This design comes from an exercise in tuning for a short achievable clock period and few clock cycles on the open sky130 flow, not from production work.
At most, simulation tests tie the RTL to the original design; equivalence was not proved.
The clock port is modelled as an ideal driver; clocking choices that lean on that would not hold on a real chip.

== main ==
==> flow/design.v (excerpt) <==
module MY32CPU_top(
	input CLK,
	input RST,
	output [4:0] imem_addr,
	input [31:0] imem_data,
	output reg_we,
	output [4:0] reg_waddr,
	output [31:0] reg_wdata,
	output mem_we,
	output [4:0] mem_addr,
	output [31:0] mem_wdata,
	output [9:0] LEDR
);
clock: 11.0 ns
lec_check: 0
abc_clock_period_in_ps: 1500
cap_margin: 20
core_margin: 2
core_utilization: 40
place_density: 0.6
slew_margin: 20
standard.sh (not shown) runs the stock make flow with config.mk's settings and CLKGATE_MAP_FILE= SYNTH_SCRIPT=/design/flow/synth_recipe.tcl, a recipe that flattens the netlist after the stock synthesis.
==> flow/flow/run.sh <==
#!/bin/bash
# Standard ORFS layout (the standard.sh), with timing repair aiming at a setup slack
# margin well above the default so that the layout is optimised for a short achieved period,
# and extra repair passes after CTS (flow/post_cts.tcl). The SDC is the standard flow's.
set -euo pipefail
MARGIN=${MARGIN:-7.35}
bash standard.sh SETUP_SLACK_MARGIN=$MARGIN POST_CTS_TCL=$PWD/flow/post_cts.tcl finish > make_finish.log 2>&1
==> flow/flow/post_cts.tcl <==
# Extra setup repair passes after CTS, with rising margins: a single pass tends to stop at
# the first endpoint it cannot improve. The SDC is the standard flow's; only the repair targets change.
foreach m {7.2 7.3 7.4 7.45} {
  repair_timing -setup -setup_margin $m -repair_tns 100 -skip_last_gasp -match_cell_footprint
}
detailed_placement
check_placement -verbose
Run status, main: aborted in global routing, error GRT-0232
Setup changes, main to the feature branch
-- flow/design.v --
<<< main, line 19
	reg [9:0]  led;         
	reg [31:0] C  [0:31];   
	reg [12:0] PD [0:31];   
	function [12:0] predecode(input [31:0] w);
		reg isbr, isr, issw, islw, wr;
		reg [4:0] dest;
		begin
			isbr = (w[31:26] == 6'b000111);
			isr  = (w[31:26] == 6'b000000);
			issw = (w[31:26] == 6'b101011);
			islw = (w[31:26] == 6'b100011);
			dest = isr ? w[15:11] : w[20:16];
			wr   = ~isbr & ~issw;
			predecode = {isbr, isr, issw, islw,
			             isr & ((w[5:0] == 6'b101011) | (w[5:0] == 6'b100100)),
			             isr & (w[5:0] == 6'b100101),
			             wr, wr & (dest != 5'd0) & ~dest[4], dest};
		end
	endfunction
	reg [4:0]  T  [0:31];   
	reg [31:0] V;           
>>> the feature branch, line 19
	reg [9:0]  led;         
	reg [31:0] C  [0:31];   
	reg [4:0]  T  [0:31];   
	reg [31:0] V;           
<<< main, line 116
	wire [4:0] f_alt1  = fbub ? (fp1 ? pc1 : t0) : (fp1 ? pc2 : t1);
	wire [4:0] f_alt2  = fp2 ? pc3 : t2;
	wire [12:0] m_pd = predecode(imem_data);
	wire [12:0] f_pd = h0 ? PD[pc] : m_pd;
	wire f_isbr = f_pd[12];
	wire f_isr  = f_pd[11];
	wire f_issw = f_pd[10];
	wire f_islw = f_pd[9];
	wire f_sub  = f_pd[8];
	wire f_or   = f_pd[7];
	wire f_wr   = f_pd[6];
	wire f_wreg = f_pd[5];
	wire [4:0] f_dest = f_pd[4:0];
	wire f_mbr  = f_isbr & ~f_hasbr;          
	wire [4:0] f_b1s = f_mbr ? i0[25:21] : f_brs1;
	reg        d_valid;
	reg [31:0] d_inst;
>>> the feature branch, line 99
	wire [4:0] f_alt1  = fbub ? (fp1 ? pc1 : t0) : (fp1 ? pc2 : t1);
	wire [4:0] f_alt2  = fp2 ? pc3 : t2;
	wire [5:0] f_op   = i0[31:26];
	wire [5:0] f_fn   = i0[5:0];
	wire f_isbr = (f_op == 6'b000111);
	wire f_isr  = (f_op == 6'b000000);
	wire f_issw = (f_op == 6'b101011);
	wire f_islw = (f_op == 6'b100011);
	wire [4:0] f_dest = f_isr ? i0[15:11] : i0[20:16];
	wire f_wr   = ~f_isbr & ~f_issw;
	wire f_wreg = f_wr & (f_dest != 5'd0) & ~f_dest[4];
	wire f_mbr  = f_isbr & ~f_hasbr;          
	wire [4:0] f_b1s = f_mbr ? i0[25:21] : f_brs1;
	wire f_sub  = f_isr & ((f_fn == 6'b101011) | (f_fn == 6'b100100));
	wire f_or   = f_isr & (f_fn == 6'b100101);
	reg        d_valid;
	reg [31:0] d_inst;
<<< main, line 271
		if (fp_v) begin
			C[fp_pc] <= fp_inst;
			PD[fp_pc] <= predecode(fp_inst);
			BR[fp_pc] <= (fp_inst[31:26] == 6'b000111);
			PT[fp_pc] <= (fp_inst[25:21] != 5'd0) & ~fp_inst[25];
>>> the feature branch, line 254
		if (fp_v) begin
			C[fp_pc] <= fp_inst;
			BR[fp_pc] <= (fp_inst[31:26] == 6'b000111);
			PT[fp_pc] <= (fp_inst[25:21] != 5'd0) & ~fp_inst[25];
<<< main, line 345
		w_dest <= e_dest;
		for (i = 1; i < 16; i = i + 1) w_sel[i - 1] <= e_wsel[i];
		if (e_live & e_wreg) w_res <= e_res;
		if (e_live & e_wr) o_waddr <= e_dest;
		o_wdata <= e_res;
		o_maddr <= e_maddr;
		o_mwdata <= e_sd;
>>> the feature branch, line 327
		w_dest <= e_dest;
		for (i = 1; i < 16; i = i + 1) w_sel[i - 1] <= e_wsel[i];
		w_res <= e_res;
		o_waddr <= e_wr ? e_dest : 5'd0;
		o_wdata <= e_wr ? e_res : 32'd0;
		o_maddr <= e_maddr;
		o_mwdata <= e_sd;
The feature branch did not finish: a tool error stopped it during global routing. The post-synthesis register bit count in the feature branch sits 64 below the value recorded for main. Initial core utilization of the feature branch is on par with main. Between main and the feature branch, the instance count after placement with tap cells included does not differ in any meaningful way. Synthesized netlist net count of the feature branch is on par with main. Delta (the feature branch minus main): fraction of the mapped netlist area in compound gates moved up, post-synthesis instance total neither gained nor lost much, synthesized cell area has decreased. main -> the feature branch: post-DP HPWL decreased slightly.
Testbench counts of the feature branch, summed over its fixed seeds: cycles 16,519.
Function not checked in main: the RTL went through the layout flow alone.
